This design comes from an exercise in tuning for small area, a short achievable clock period and few clock cycles per item on the open sky130 flow, not from production work.
RTL that was checked went through simulation tests only; none was proved equivalent to the original.
Power is estimated from default activity; no workload was simulated.

==> inputs of run C <==
## BoothRadix4
module BoothRadix4 #(parameter N = 18)
(
    output wire [2*N-1:0] product,
    output wire           done,
    input wire [N-1:0]    mplier,
    input wire [N-1:0]    mcand,
    input wire            n_reset,
    input wire            start,
    input wire            clk
);
clock: 3.5 ns
lec_check: 0
abc_area: 1
cap_margin: 20
core_margin: 2
core_utilization: 40
place_density: 0.6
setup_slack_margin: 0.02
slew_margin: 20
standard.sh (not shown) runs the stock make flow with config.mk's settings and CLKGATE_MAP_FILE= SYNTH_SCRIPT=/design/flow/synth_recipe.tcl, a recipe that flattens the netlist after the stock synthesis.
==> flow/flow/run.sh <==
#!/bin/bash
# Own layout flow: the ORFS flow through standard.sh, with these changes:
#  - synthesis: synth_recipe.tcl and ORFS's synth.tcl, except that
#    (a) Yosys's synth runs with -noabc (as well as -nofsm -noshare), so its
#        quick ABC pass does not remap the adder logic before extract_fa, and
#    (b) the final ABC mapping runs flow/abc_own.script (plain technology
#        mapping, no ABC buffering or gate sizing; OpenROAD's resizer sizes and
#        buffers the netlist instead).
#    Registers, flattening and renaming are as in the standard synthesis;
#  - port buffers are plain sky130 buffers (buf_2) instead of the cell
#    buffer_ports picks by itself;
#  - flow/dt.tcl (before global routing) keeps the drivers of the register
#    enable net from being downsized by power recovery; flow/undt.tcl lifts that
#    again once global routing is done;
#  - extra ORFS make settings for the layout steps: MATCH_CELL_FOOTPRINT=0 RECOVER_POWER=100
# The full make output goes to standard.log in the work folder; ORFS's per-step
# logs (synthesis included) stay under orfs/logs/.
set -euo pipefail
sed "s#log_cmd abc {\*}\$abc_args#log_cmd abc {*}[lreplace \$abc_args 1 1 $PWD/flow/abc_own.script]#" "$FLOW_HOME/scripts/synth.tcl" > own_synth_core.tcl
grep -q abc_own.script own_synth_core.tcl
sed -e "s#source \$::env(SCRIPTS_DIR)/synth.tcl#source $PWD/own_synth_core.tcl#" -e "1s/-nofsm -noshare /-nofsm -noshare -noabc /" synth_recipe.tcl > own_synth.tcl
grep -q own_synth_core.tcl own_synth.tcl
grep -q -- "-noabc" own_synth.tcl
export BUFFER_PORTS_ARGS="-buffer_cell sky130_fd_sc_hd__buf_2"
if ! bash standard.sh SYNTH_SCRIPT=$PWD/own_synth.tcl PRE_GLOBAL_ROUTE_TCL=$PWD/flow/dt.tcl POST_GLOBAL_ROUTE_TCL=$PWD/flow/undt.tcl MATCH_CELL_FOOTPRINT=0 RECOVER_POWER=100 finish > standard.log 2>&1; then
  tail -40 standard.log
  exit 1
fi
tail -5 standard.log
Other scripts of this flow, unchanged in this note and not shown: flow/flow/abc_own.script, flow/flow/dt.tcl, flow/flow/undt.tcl
==> run Y (differences from run C) <==
--- a/flow/design.v
+++ b/flow/design.v
@@ -8,82 +8,72 @@
     input wire            n_reset,
     input wire            start,
     input wire            clk
 );
 assign done = start & n_reset;
 wire [N+1:0] b = {mplier, 1'b0};    
 wire [N:0] x = {mcand[N-1], mcand};   
-wire [8:0] one, two, neg, nadd;
+wire [8:0] one, two, neg;
 genvar gi;
 generate for (gi = 0; gi < 9; gi = gi + 1) begin : enc
     assign one[gi] = b[2*gi+1] ^ b[2*gi];
     assign two[gi] = (b[2*gi+2] & ~b[2*gi+1] & ~b[2*gi]) | (~b[2*gi+2] & b[2*gi+1] & b[2*gi]);
     assign neg[gi] = b[2*gi+2];
-    assign nadd[gi] = b[2*gi+2] & ~(b[2*gi+1] & b[2*gi]);
 end endgenerate
-wire [18:0] xn0 = x ^ {19{neg[0]}};
-wire [18:0] pp0 = ({19{one[0]}} & xn0) | ({19{two[0]}} & {xn0[17:0], neg[0]});
-wire [18:0] xn1 = x ^ {19{neg[1]}};
-wire [18:0] pp1 = ({19{one[1]}} & xn1) | ({19{two[1]}} & {xn1[17:0], neg[1]});
-wire [18:0] xn2 = x ^ {19{neg[2]}};
-wire [18:0] pp2 = ({19{one[2]}} & xn2) | ({19{two[2]}} & {xn2[17:0], neg[2]});
-wire [18:0] xn3 = x ^ {19{neg[3]}};
-wire [18:0] pp3 = ({19{one[3]}} & xn3) | ({19{two[3]}} & {xn3[17:0], neg[3]});
-wire [18:0] xn4 = x ^ {19{neg[4]}};
-wire [18:0] pp4 = ({19{one[4]}} & xn4) | ({19{two[4]}} & {xn4[17:0], neg[4]});
-wire [18:0] xn5 = x ^ {19{neg[5]}};
-wire [18:0] pp5 = ({19{one[5]}} & xn5) | ({19{two[5]}} & {xn5[17:0], neg[5]});
-wire [18:0] xn6 = x ^ {19{neg[6]}};
-wire [18:0] pp6 = ({19{one[6]}} & xn6) | ({19{two[6]}} & {xn6[17:0], neg[6]});
-wire [18:0] xn7 = x ^ {19{neg[7]}};
-wire [18:0] pp7 = ({19{one[7]}} & xn7) | ({19{two[7]}} & {xn7[17:0], neg[7]});
-wire [18:0] xn8 = x ^ {19{neg[8]}};
-wire [18:0] pp8 = ({19{one[8]}} & xn8) | ({19{two[8]}} & {xn8[17:0], neg[8]});
-wire h0_s = nadd[1] ^ pp0[2];
-wire h0_c = nadd[1] & pp0[2];
+wire [18:0] pp0 = (({19{one[0]}} & x) | ({19{two[0]}} & {x[17:0], 1'b0})) ^ {19{neg[0]}};
+wire [18:0] pp1 = (({19{one[1]}} & x) | ({19{two[1]}} & {x[17:0], 1'b0})) ^ {19{neg[1]}};
+wire [18:0] pp2 = (({19{one[2]}} & x) | ({19{two[2]}} & {x[17:0], 1'b0})) ^ {19{neg[2]}};
+wire [18:0] pp3 = (({19{one[3]}} & x) | ({19{two[3]}} & {x[17:0], 1'b0})) ^ {19{neg[3]}};
+wire [18:0] pp4 = (({19{one[4]}} & x) | ({19{two[4]}} & {x[17:0], 1'b0})) ^ {19{neg[4]}};
+wire [18:0] pp5 = (({19{one[5]}} & x) | ({19{two[5]}} & {x[17:0], 1'b0})) ^ {19{neg[5]}};
+wire [18:0] pp6 = (({19{one[6]}} & x) | ({19{two[6]}} & {x[17:0], 1'b0})) ^ {19{neg[6]}};
+wire [18:0] pp7 = (({19{one[7]}} & x) | ({19{two[7]}} & {x[17:0], 1'b0})) ^ {19{neg[7]}};
+wire [18:0] pp8 = (({19{one[8]}} & x) | ({19{two[8]}} & {x[17:0], 1'b0})) ^ {19{neg[8]}};
+wire h0_s = neg[1] ^ pp0[2];
+wire h0_c = neg[1] & pp0[2];
 wire h1_s = pp0[3] ^ pp1[1];
 wire h1_c = pp0[3] & pp1[1];
-wire f0_s = nadd[2] ^ pp0[4] ^ pp1[2];
-wire f0_c = (nadd[2] & pp0[4]) | (nadd[2] & pp1[2]) | (pp0[4] & pp1[2]);
+wire f0_s = neg[2] ^ pp0[4] ^ pp1[2];
+wire f0_c = (neg[2] & pp0[4]) | (neg[2] & pp1[2]) | (pp0[4] & pp1[2]);
 wire h2_s = pp2[0] ^ h1_c;
 wire h2_c = pp2[0] & h1_c;
 wire f1_s = pp0[5] ^ pp1[3] ^ pp2[1];
 wire f1_c = (pp0[5] & pp1[3]) | (pp0[5] & pp2[1]) | (pp1[3] & pp2[1]);
 wire h3_s = f0_c ^ f1_s;
 wire h3_c = f0_c & f1_s;
-wire f2_s = nadd[3] ^ pp0[6] ^ pp1[4];
-wire f2_c = (nadd[3] & pp0[6]) | (nadd[3] & pp1[4]) | (pp0[6] & pp1[4]);
+wire f2_s = neg[3] ^ pp0[6] ^ pp1[4];
+wire f2_c = (neg[3] & pp0[6]) | (neg[3] & pp1[4]) | (pp0[6] & pp1[4]);
 wire f3_s = pp2[2] ^ pp3[0] ^ f1_c;
 wire f3_c = (pp2[2] & pp3[0]) | (pp2[2] & f1_c) | (pp3[0] & f1_c);
 wire h4_s = f2_s ^ h3_c;
 wire h4_c = f2_s & h3_c;
 wire f4_s = pp0[7] ^ pp1[5] ^ pp2[3];
 wire f4_c = (pp0[7] & pp1[5]) | (pp0[7] & pp2[3]) | (pp1[5] & pp2[3]);
 wire f5_s = pp3[1] ^ f2_c ^ f4_s;
 wire f5_c = (pp3[1] & f2_c) | (pp3[1] & f4_s) | (f2_c & f4_s);
 wire h5_s = f3_c ^ f5_s;
 wire h5_c = f3_c & f5_s;
-wire f6_s = nadd[4] ^ pp0[8] ^ pp1[6];
-wire f6_c = (nadd[4] & pp0[8]) | (nadd[4] & pp1[6]) | (pp0[8] & pp1[6]);
+wire f6_s = neg[4] ^ pp0[8] ^ pp1[6];
+wire f6_c = (neg[4] & pp0[8]) | (neg[4] & pp1[6]) | (pp0[8] & pp1[6]);
 wire f7_s = pp2[4] ^ pp3[2] ^ pp4[0];
 wire f7_c = (pp2[4] & pp3[2]) | (pp2[4] & pp4[0]) | (pp3[2] & pp4[0]);
 wire f8_s = f4_c ^ f6_s ^ f7_s;
 wire f8_c = (f4_c & f6_s) | (f4_c & f7_s) | (f6_s & f7_s);
 wire h6_s = f5_c ^ f8_s;
 wire h6_c = f5_c & f8_s;
 wire f9_s = pp0[9] ^ pp1[7] ^ pp2[5];
 wire f9_c = (pp0[9] & pp1[7]) | (pp0[9] & pp2[5]) | (pp1[7] & pp2[5]);
 wire f10_s = pp3[3] ^ pp4[1] ^ f6_c;
 wire f10_c = (pp3[3] & pp4[1]) | (pp3[3] & f6_c) | (pp4[1] & f6_c);
 wire f11_s = f7_c ^ f9_s ^ f10_s;
 wire f11_c = (f7_c & f9_s) | (f7_c & f10_s) | (f9_s & f10_s);
 wire h7_s = f8_c ^ f11_s;
 wire h7_c = f8_c & f11_s;
-wire f12_s = nadd[5] ^ pp0[10] ^ pp1[8];
-wire f12_c = (nadd[5] & pp0[10]) | (nadd[5] & pp1[8]) | (pp0[10] & pp1[8]);
+wire f12_s = neg[5] ^ pp0[10] ^ pp1[8];
+wire f12_c = (neg[5] & pp0[10]) | (neg[5] & pp1[8]) | (pp0[10] & pp1[8]);
 wire f13_s = pp2[6] ^ pp3[4] ^ pp4[2];
 wire f13_c = (pp2[6] & pp3[4]) | (pp2[6] & pp4[2]) | (pp3[4] & pp4[2]);
 wire f14_s = pp5[0] ^ f9_c ^ f12_s;
 wire f14_c = (pp5[0] & f9_c) | (pp5[0] & f12_s) | (f9_c & f12_s);
 wire f15_s = f13_s ^ f10_c ^ f14_s;
 wire f15_c = (f13_s & f10_c) | (f13_s & f14_s) | (f10_c & f14_s);
 wire h8_s = f11_c ^ f15_s;
@@ -94,16 +84,16 @@
 wire f17_c = (pp3[5] & pp4[3]) | (pp3[5] & pp5[1]) | (pp4[3] & pp5[1]);
 wire f18_s = f12_c ^ f13_c ^ f16_s;
 wire f18_c = (f12_c & f13_c) | (f12_c & f16_s) | (f13_c & f16_s);
 wire f19_s = f17_s ^ f14_c ^ f18_s;
 wire f19_c = (f17_s & f14_c) | (f17_s & f18_s) | (f14_c & f18_s);
 wire h9_s = f15_c ^ f19_s;
 wire h9_c = f15_c & f19_s;
-wire f20_s = nadd[6] ^ pp0[12] ^ pp1[10];
-wire f20_c = (nadd[6] & pp0[12]) | (nadd[6] & pp1[10]) | (pp0[12] & pp1[10]);
+wire f20_s = neg[6] ^ pp0[12] ^ pp1[10];
+wire f20_c = (neg[6] & pp0[12]) | (neg[6] & pp1[10]) | (pp0[12] & pp1[10]);
 wire f21_s = pp2[8] ^ pp3[6] ^ pp4[4];
 wire f21_c = (pp2[8] & pp3[6]) | (pp2[8] & pp4[4]) | (pp3[6] & pp4[4]);
 wire f22_s = pp5[2] ^ pp6[0] ^ f16_c;
 wire f22_c = (pp5[2] & pp6[0]) | (pp5[2] & f16_c) | (pp6[0] & f16_c);
 wire f23_s = f17_c ^ f20_s ^ f21_s;
 wire f23_c = (f17_c & f20_s) | (f17_c & f21_s) | (f20_s & f21_s);
 wire f24_s = f22_s ^ f18_c ^ f23_s;
@@ -114,16 +104,16 @@
 wire f26_c = (pp3[7] & pp4[5]) | (pp3[7] & pp5[3]) | (pp4[5] & pp5[3]);
 wire f27_s = pp6[1] ^ f20_c ^ f21_c;
 wire f27_c = (pp6[1] & f20_c) | (pp6[1] & f21_c) | (f20_c & f21_c);
 wire f28_s = f25_s ^ f26_s ^ f22_c;
 wire f28_c = (f25_s & f26_s) | (f25_s & f22_c) | (f26_s & f22_c);
 wire h10_s = f23_c ^ f27_s;
 wire h10_c = f23_c & f27_s;
-wire f29_s = nadd[7] ^ pp0[14] ^ pp1[12];
-wire f29_c = (nadd[7] & pp0[14]) | (nadd[7] & pp1[12]) | (pp0[14] & pp1[12]);
+wire f29_s = neg[7] ^ pp0[14] ^ pp1[12];
+wire f29_c = (neg[7] & pp0[14]) | (neg[7] & pp1[12]) | (pp0[14] & pp1[12]);
 wire f30_s = pp2[10] ^ pp3[8] ^ pp4[6];
 wire f30_c = (pp2[10] & pp3[8]) | (pp2[10] & pp4[6]) | (pp3[8] & pp4[6]);
 wire f31_s = pp5[4] ^ pp6[2] ^ pp7[0];
 wire f31_c = (pp5[4] & pp6[2]) | (pp5[4] & pp7[0]) | (pp6[2] & pp7[0]);
 wire f32_s = f25_c ^ f26_c ^ f29_s;
 wire f32_c = (f25_c & f26_c) | (f25_c & f29_s) | (f26_c & f29_s);
 wire f33_s = f30_s ^ f31_s ^ f27_c;
@@ -138,16 +128,16 @@
 wire f36_c = (pp6[3] & pp7[1]) | (pp6[3] & f29_c) | (pp7[1] & f29_c);
 wire f37_s = f30_c ^ f31_c ^ f34_s;
 wire f37_c = (f30_c & f31_c) | (f30_c & f34_s) | (f31_c & f34_s);
 wire f38_s = f35_s ^ f36_s ^ f32_c;
 wire f38_c = (f35_s & f36_s) | (f35_s & f32_c) | (f36_s & f32_c);
 wire h12_s = f37_s ^ f33_c;
 wire h12_c = f37_s & f33_c;
-wire f39_s = nadd[8] ^ pp0[16] ^ pp1[14];
-wire f39_c = (nadd[8] & pp0[16]) | (nadd[8] & pp1[14]) | (pp0[16] & pp1[14]);
+wire f39_s = neg[8] ^ pp0[16] ^ pp1[14];
+wire f39_c = (neg[8] & pp0[16]) | (neg[8] & pp1[14]) | (pp0[16] & pp1[14]);
 wire f40_s = pp2[12] ^ pp3[10] ^ pp4[8];
 wire f40_c = (pp2[12] & pp3[10]) | (pp2[12] & pp4[8]) | (pp3[10] & pp4[8]);
 wire f41_s = pp5[6] ^ pp6[4] ^ pp7[2];
 wire f41_c = (pp5[6] & pp6[4]) | (pp5[6] & pp7[2]) | (pp6[4] & pp7[2]);
 wire f42_s = pp8[0] ^ f34_c ^ f35_c;
 wire f42_c = (pp8[0] & f34_c) | (pp8[0] & f35_c) | (f34_c & f35_c);
 wire f43_s = f39_s ^ f40_s ^ f41_s;
@@ -377,15 +367,15 @@
 reg r32_0;
 reg r32_1;
 reg r33_0;
 reg r34_0;
 reg r34_1;
 always @(posedge clk) begin
     if (done) begin
-        r0_0 <= nadd[0];
+        r0_0 <= neg[0];
         r0_1 <= pp0[0];
         r1_0 <= pp0[1];
         r2_0 <= pp1[0];
         r2_1 <= h0_s;
         r3_0 <= h0_c;
         r3_1 <= h1_s;
         r4_0 <= f0_s;
--- a/flow/flow/run.sh
+++ b/flow/flow/run.sh
@@ -17,13 +17,15 @@
 # logs (synthesis included) stay under orfs/logs/.
 set -euo pipefail
 sed "s#log_cmd abc {\*}\$abc_args#log_cmd abc {*}[lreplace \$abc_args 1 1 $PWD/flow/abc_own.script]#" "$FLOW_HOME/scripts/synth.tcl" > own_synth_core.tcl
 grep -q abc_own.script own_synth_core.tcl
 sed -e "s#source \$::env(SCRIPTS_DIR)/synth.tcl#source $PWD/own_synth_core.tcl#" -e "1s/-nofsm -noshare /-nofsm -noshare -noabc /" synth_recipe.tcl > own_synth.tcl
 grep -q own_synth_core.tcl own_synth.tcl
 grep -q -- "-noabc" own_synth.tcl
+# Clock tree: no dummy loads (CTS otherwise adds unused buffers only to balance it).
+export CTS_ARGS="-sink_clustering_enable -repair_clock_nets -dont_use_dummy_load"
 export BUFFER_PORTS_ARGS="-buffer_cell sky130_fd_sc_hd__buf_2"
 if ! bash standard.sh SYNTH_SCRIPT=$PWD/own_synth.tcl PRE_GLOBAL_ROUTE_TCL=$PWD/flow/dt.tcl POST_GLOBAL_ROUTE_TCL=$PWD/flow/undt.tcl MATCH_CELL_FOOTPRINT=0 RECOVER_POWER=100 finish > standard.log 2>&1; then
   tail -40 standard.log
   exit 1
 fi
 tail -5 standard.log
--- a/flow/config.mk
+++ b/flow/config.mk
@@ -5,10 +5,11 @@
 export SDC_FILE = /design/flow/constraint.sdc
 export NUM_CORES = 4
 export LEC_CHECK = 0
 export ABC_AREA = 1
 export CAP_MARGIN = 20
 export CORE_MARGIN = 2
 export CORE_UTILIZATION = 40
+export CTS_BUF_LIST = sky130_fd_sc_hd__clkbuf_8
 export PLACE_DENSITY = 0.6
-export SETUP_SLACK_MARGIN = 0.02
+export SETUP_SLACK_MARGIN = 0.04
 export SLEW_MARGIN = 20
==> impl_results.md <==
- Result of the run: finished with violations
- Layout check failures: negative setup slack
- Multi-input gate area: 7450 µm²
- Fillcell total: around 2300
- Post-synthesis instance area: 9870 µm²
- Combinational power share: around three quarters
- Critical path data required time: around 3600 ps
- Count of endpoints failing setup in the final report: 4
- Number of stages on the worst hold path: 2
- Buffers, non-clock: approximately 220
- Largest net degree at the start of global routing: 84
- Most used cells in the layout excluding fill and tap cells: sky130_fd_sc_hd__xnor2_1, sky130_fd_sc_hd__buf_4, sky130_fd_sc_hd__o22ai_1
- Crit path setup slack, layout: -33.8 ps
- Switching share of total power: a little under half
- Seq/Total Area, Yosys: 25.3%
- Height of the chip: 161 µm
That was run C.
==> impl_results.md <==
- Result of the run: no timing/DRC/antenna violations
- Number of stages on the worst hold path: 4
- Switching share of total power: around 47%
- Multi-input gate area: around 7500 µm²
- Critical path data required time: 3570 ps
- Post-synthesis instance area: 9790 µm²
- Most used cells in the layout excluding fill and tap cells: sky130_fd_sc_hd__xor2_1, sky130_fd_sc_hd__o22ai_1, sky130_fd_sc_hd__fa_1
- Height of the chip: around 160 µm
- Crit path setup slack, layout: 44.7 ps
- Largest net degree at the start of global routing: a little under 60
- Seq/Total Area, Yosys: 25.5%
- Combinational power share: roughly three quarters
- Count of endpoints failing setup in the final report: 0
That was run Y.
Testbench counts of run Y, summed over its fixed seeds: cycles 2,408, items 2,400.
No functional check of the RTL was part of run C.

-- static timing again, ports no longer ideal --
Ports are ideal in the flow. The routed layouts listed here were re-timed in OpenROAD. Step 1, drivers: a clkbuf_16 drives clk and a buf_2 each remaining input, both assumed. Step 2 times the ports against the registers' clock, not the clock port: input delays grow and output delays shrink by t, the midpoint of the rising clock arrivals with the driver on. Three values: ideal, step 1, step 2; two values: the first two.
run	t (ns)	slack for setup (ns)	slew at the worst register clock pin (ns)	worst data-port slew with drivers (ns)	pins driven straight from the clock port
run C	0.397	-0.034 / -0.047 / -0.407	0.08 / 0.08	0.05	1
run Y	0.387	0.045 / 0.051 / -0.336	0.07 / 0.07	0.06	1
Met with ideal ports but missed after step 2: setup timing in run Y. The setup slack of run Y, which loses most, moves by +0.006 ns with the drivers and by -0.381 ns with both steps.
